This is an optimization exercise on Yosys and OpenROAD, whose aim is small area, a short achievable clock period and few clock cycles, not a production implementation. Only simulation tests tie the RTL to the original design; equivalence was not proved. Power is estimated from default activity; no workload was simulated.

$ cat flow/config.mk
export PLATFORM = sky130hd
export DESIGN_NAME = bcd_mult
export DESIGN_NICKNAME = bcd_mult
export VERILOG_FILES = /design/flow/design.v
export SDC_FILE = /design/flow/constraint.sdc
export NUM_CORES = 4
export LEC_CHECK = 0
export CAP_MARGIN = 20
export CORE_MARGIN = 2
export CORE_UTILIZATION = 40
export SLEW_MARGIN = 20
$ cat flow/constraint.sdc
create_clock -name core_clock -period 5.0 [get_ports {clk}]
set_input_delay 1.0000 -clock core_clock [delete_from_list [all_inputs] [get_ports {clk}]]
set_output_delay 1.0000 -clock core_clock [all_outputs]
set_load 0.01 [all_outputs]
$ cat flow/design.v
module almacenamiento(
    input logic clk,
    input logic rst,
    input logic almac,
    input logic [3:0] num1_dec1,    
    input logic [3:0] num1_dec2,    
    input logic [3:0] num2_dec1,    
    input logic [3:0] num2_dec2,    
    output logic [11:0] num_result1,   
    output logic [11:0] num_result2    
);
    always_ff @(posedge clk or posedge rst) begin
        if (rst) begin
            num_result1 <= 12'b0;
            num_result2 <= 12'b0;
        end 
        else if (almac) begin
            num_result1 <= (num1_dec1 * 10) + num1_dec2;  
            num_result2 <= (num2_dec1 * 10) + num2_dec2;  
        end
    end
endmodule
module multiplicador(
    input  logic [7:0] A,  
    input  logic [7:0] B,  
    input  logic clk,      
    input  logic start,    
    output logic [15:0] resultado,  
    output logic done     
);
    logic [15:0] acumulador;
    logic [7:0] contador;
    logic [7:0] multiplicando;
    logic [7:0] multiplicador;
    logic busy;
    always_ff @(posedge clk) begin
        if (start) begin
            acumulador <= 16'd0;
            multiplicando <= A;
            multiplicador <= B;
            contador <= 8'd0;
            busy <= 1;
            done <= 0;
        end else if (busy) begin
            if (contador < multiplicador) begin
                acumulador <= acumulador + multiplicando;
                contador <= contador + 1;
            end else begin
                resultado <= acumulador;
                done <= 1;
                busy <= 0;
            end
        end
    end
endmodule
module codificador_bcd (
    input  logic        clk,           
    input  logic        rst,           
    input  logic        start,         
    input  logic [15:0] binary_in,     
    output logic [15:0] bcd_out,       
    output logic        done           
);
    logic [31:0] shift_reg;   
    int state;                
    always_ff @(posedge clk or posedge rst) begin
        if (rst) begin
            state <= 0;
            done <= 1'b0;
        end else if (state == 0) begin
            done <= 1'b0;
            if (start) state <= 1;   
        end else if (state <= 16) begin
            state <= state + 1;      
        end else begin
            done <= 1'b1;
            state <= 0;   
        end
    end
    always_ff @(posedge clk) begin
        if (state == 0) begin
            if (start) begin
            shift_reg = {16'b0, binary_in};   
            end
        end else if (state <= 16) begin
            for (int j = 0; j < 4; j++) begin
                if (shift_reg[19 + 4*j -: 4] >= 5) begin
                    shift_reg[19 + 4*j -: 4] += 3;
                end
            end
            shift_reg = shift_reg << 1;   
        end else begin
            bcd_out = shift_reg[31:16];
        end
    end
endmodule
module bcd_mult (
    input  logic        clk,
    input  logic        rst,        
    input  logic        start,      
    input  logic [3:0]  a_tens,
    input  logic [3:0]  a_ones,
    input  logic [3:0]  b_tens,
    input  logic [3:0]  b_ones,
    output logic        busy,
    output logic        done,
    output logic [15:0] result      
);
    typedef enum logic [1:0] { S_IDLE, S_MSTART, S_MUL, S_CONV } state_t;
    state_t state;
    logic        almac;
    logic [11:0] num_result1, num_result2;
    logic        mul_start, mul_done;
    logic [15:0] resultado;
    logic        bcd_start, bcd_done;
    assign almac     = (state == S_IDLE) && start;
    assign mul_start = (state == S_MSTART);
    assign bcd_start = (state == S_MUL) && mul_done;
    assign busy      = (state != S_IDLE);
    always_ff @(posedge clk or posedge rst) begin
        if (rst) begin
            state <= S_IDLE;
            done  <= 1'b0;
        end else begin
            done <= 1'b0;
            case (state)
                S_IDLE:   if (start) state <= S_MSTART;
                S_MSTART: state <= S_MUL;
                S_MUL:    if (mul_done) state <= S_CONV;
                S_CONV:   if (bcd_done) begin
                              state <= S_IDLE;
                              done  <= 1'b1;
                          end
                default:  state <= S_IDLE;
            endcase
        end
    end
    almacenamiento inst_alma (
        .clk(clk),
        .rst(rst),
        .almac(almac),
        .num1_dec1(a_tens),
        .num1_dec2(a_ones),
        .num2_dec1(b_tens),
        .num2_dec2(b_ones),
        .num_result1(num_result1),
        .num_result2(num_result2)
    );
    multiplicador inst_mult (
        .A(num_result1[7:0]),
        .B(num_result2[7:0]),
        .clk(clk),
        .start(mul_start),
        .resultado(resultado),
        .done(mul_done)
    );
    codificador_bcd inst_codificador (
        .clk(clk),
        .rst(rst),
        .start(bcd_start),
        .binary_in(resultado),
        .bcd_out(result),
        .done(bcd_done)
    );
endmodule
$ cat flow/run.sh
#!/bin/bash
# synth_recipe.tcl (not shown) runs the flow's synth.tcl, then flattens the netlist and writes it again
# the make line also repeats each setting of config.mk as NAME=value (left out here)
make -C /OpenROAD-flow-scripts/flow DESIGN_CONFIG=/design/flow/config.mk WORK_HOME=/design/flow/orfs CLKGATE_MAP_FILE= SYNTH_SCRIPT=/design/flow/synth_recipe.tcl finish
==> results.cfg <==
[sta]
hold_viol_final = 0
finalMaxSlewViolations = 0
worst_pin_slew_ps = 889.0
fin_worst_skew_ps = 16.69
slew_headroom = 0.4067
rsz0062_at_grt = no
fmax_mhz = 354.9
setup_violations = 0
fin_tns_setup_ps = 0
period_minus_slack_ps = 2818
timing.final.crit_share = 0.5636
setup_ws_ps = 2182

[clock_tree]
cts_tree = built
path_clk_slew_ps = 60
cts_buffers = 17
cts_resized = 0
cts.sinks = 158
postCtsSetupBuffers = 0
clockRootBuffer = clkbuf_16
clk_path_buf_depth = 2
holdBufCountCts = 0
htree_num_levels = 4
clk_latency_ps = 430

[place]
gp_congestion = 0.7760
post-place-cells = 916
io_buffers = 36
dp_slack_ps = 1777
placed_cell_area_um2 = 8154
hpwl_um = 9069

[global_routing]
gr-usage-all-layers = 0.1438
antenna_found_initial = 0
grt_pass1_vias = 4958
grt-ovfl-total = 0
grt_max_degree = 53
grt_pass1_wl_um = 23200

[cells_and_area]
area_growth_syn_to_layout_pct = 14.93
diodes = 0
finalNonFillerCells = 948
final_core_util = 0.4675
nFillCells = 1661
nNetsFinal = 770
fin_area_um2 = 8715
drive_above_1_share = 0.09384

[routing]
dr_total_vias = 4878
drt_pass1_iterations = 4
drt-total-wl_um = 13390
wire_per_inst_um = 14.12
avgViaCountPerCell = 5.146
drt_iter0_markers = 268
drc = 0
ant_nets = 0

[logic_synthesis]
yosys-top-cells-area = edfxtp_1 32%, dfrtp_1 17%, ha_1 7.4%
synthArstFlopShare = 0.3291
synth_cell_types = 53
yosys_register_bits = 158
synth_flop_cell = edfxtp_1
synth_nets = 730
synthCells = 661
yosysWarnings = 4
synth-edff-count = 80
ys_seq_area_frac = 0.5571
yosysTopAreaCell = edfxtp_1
yosys.area.top_type_share = 0.3168
syn_area_per_cell_um2 = 11.47
netlist_area_um2 = 7582

[min_path]
min_from = inst_alma.num_result2[7]
hp-class = reg -> reg

[critical_path]
required_ps = 5270
cp-start-kind = input pin
crit_arrival_ps = 3090
crit_type = in -> reg
endpoint_kind = flop
cp_max_fo = 4
timing.rr.start = inst_codificador.state[0]
crit_start = b_tens[3]

[pwr]
power-per-cell-area_nw_per_um2 = 592.1
peakVddDrop_mv = 0.3020
p_leak_nw = 3.514

[run]
maxCapViolCount = 0

[floorplan]
core_um2 = 18640
die_w_um = 141.7
dieArea_um2 = 20070
io-pin-count = 37
rows = 50
die-height_um = 141.7
start_util = 0.4067

[outcome]
status = no timing/DRC/antenna violations
-- cell usage in the layout (no fill, tap or decap), drive strengths merged, types with 4 or more instances in the layout --
master / instances
ha: 45
fa: 5
mux2: 19
dfxtp: 26
xnor2: 18
nand4: 15
o21ai: 31
dfrtp: 52
and3: 8
nand3: 19
buf: 4
nand2: 52
and4: 8
or4: 8
edfxtp: 80
xor2: 36
inv: 38
o31ai: 11
nor4: 7
nand2b: 4
nor3: 7
a211oi: 5
a21oi: 41
o211ai: 4
clkbuf: 21
a21o: 7
nor2: 63
clkdlybuf4s50: 36
or3: 5
clkinv: 6
-- worst max-delay path: stages --
cell and delay [ps]:
clkdlybuf4s50_1 550, ha_1 280, ha_1 240, fa_1 560
o211ai_1 140, nand3b_1 120, o21a_1 130, o21ai_0 70
-- routing by layer --
layer  vias to the layer above  track usage  wire [µm]
met5                         -            0          0
met4                         0      0.06316        202
met3                        12      0.02970        394
met2                        84       0.2368       6514
met1                      2337       0.1842       6275
li1                       2445            -          -
-- synth_stat cells (5+ instances only) --
library cell / instances
nand3_1: 19
clkbuf_1: 8
o31ai_1: 11
buf_6: 5
xor2_1: 36
inv_1: 38
o21ai_0: 28
dfrtp_1: 52
or4_1: 8
a21o_1: 7
nor3_1: 7
mux2_2: 19
and3_1: 8
fa_1: 5
edfxtp_1: 80
nand2_1: 52
dfxtp_1: 26
nand4_1: 15
and4_1: 8
ha_1: 45
a21oi_1: 40
xnor2_1: 18
nor4_1: 7
nor2_1: 63
-- final cells by class --
cell class / instances / area [µm²] / share of cell area
clock buffer: 21 / 440.4 / 0.05054
sequential: 158 / 4224 / 0.4847
inverter: 38 / 143.9 / 0.01651
tap: 234 / 292.8 / 0.03360
timing repair buffer: 40 / 390.4 / 0.04480
clock inverter: 11 / 118.9 / 0.01364
multi-input combinational: 446 / 3104 / 0.3562
-- logic make-up after synthesis --
group,count (synthesis),synth area share
and+or+nand+nor,211,0.1384
DFF,158,0.5571
AOI/OAI and AO/OA,112,0.09158
muxes,19,0.02822
xor gates and xnor gates,54,0.06238
adders and majority gates,50,0.08746
buffers and inverters,57,0.03482
-- metrics by stage --
stage | hold slack (ps) | power [mW]
3_5_place_dp | 432.0 | 3.965
5_1_grt | 455.3 | 5.543
4_1_cts | 446.4 | 5.223
3_3_place_gp | 425.5 | 3.864
2_1_floorplan | 419.4 | 3.544
6_report | 443.6 | 5.160
-- final timing paths --
kind                       slack, ps                          to  cells past startpoint
max                             2180    inst_alma.num_result2[7]                      8
min                              440  inst_mult.multiplicador[7]                      0
max reg2reg                     2450  inst_codificador.state[13]                      8
min reg2reg                      440  inst_mult.multiplicador[7]                      0
max in group asynchronous       3400       inst_codificador.done                      2
min in group asynchronous       1070    inst_alma.num_result1[2]                      2
-- where the power goes --
group | internal (mW) | switching (mW)
Combinational | 0.709 | 1.02
Clock | 0.732 | 0.497
Sequential | 1.95 | 0.250
Total | 3.39 | 1.77
Testbench counts, summed over its fixed seeds: cycles 570,366.

what the ideal ports hide:
How much do the figures lean on ideal ports? The routed layout below was timed once more, with nothing changed but the port constraints. Step 1, drivers: a clkbuf_16 drives clk and a buf_2 each remaining input, both assumed. Step 2 adds t to the input delays and takes it off the output delays; t is the mean of the earliest and latest rising clock arrival at the registers after step 1. Input paths then give back, and output paths get back, about the clock's delay inside the block. Slacks: no drivers / after step 1 / after step 2; pairs: no drivers / after step 1.
t, ns: 0.463
setup WS [ns]: 2.182 / 2.200 / 1.737
pins driven straight from the clock port: 1
After both steps setup and hold are still met in this run. The setup slack of this run moves by +0.018 ns with the drivers and by -0.445 ns with both steps.
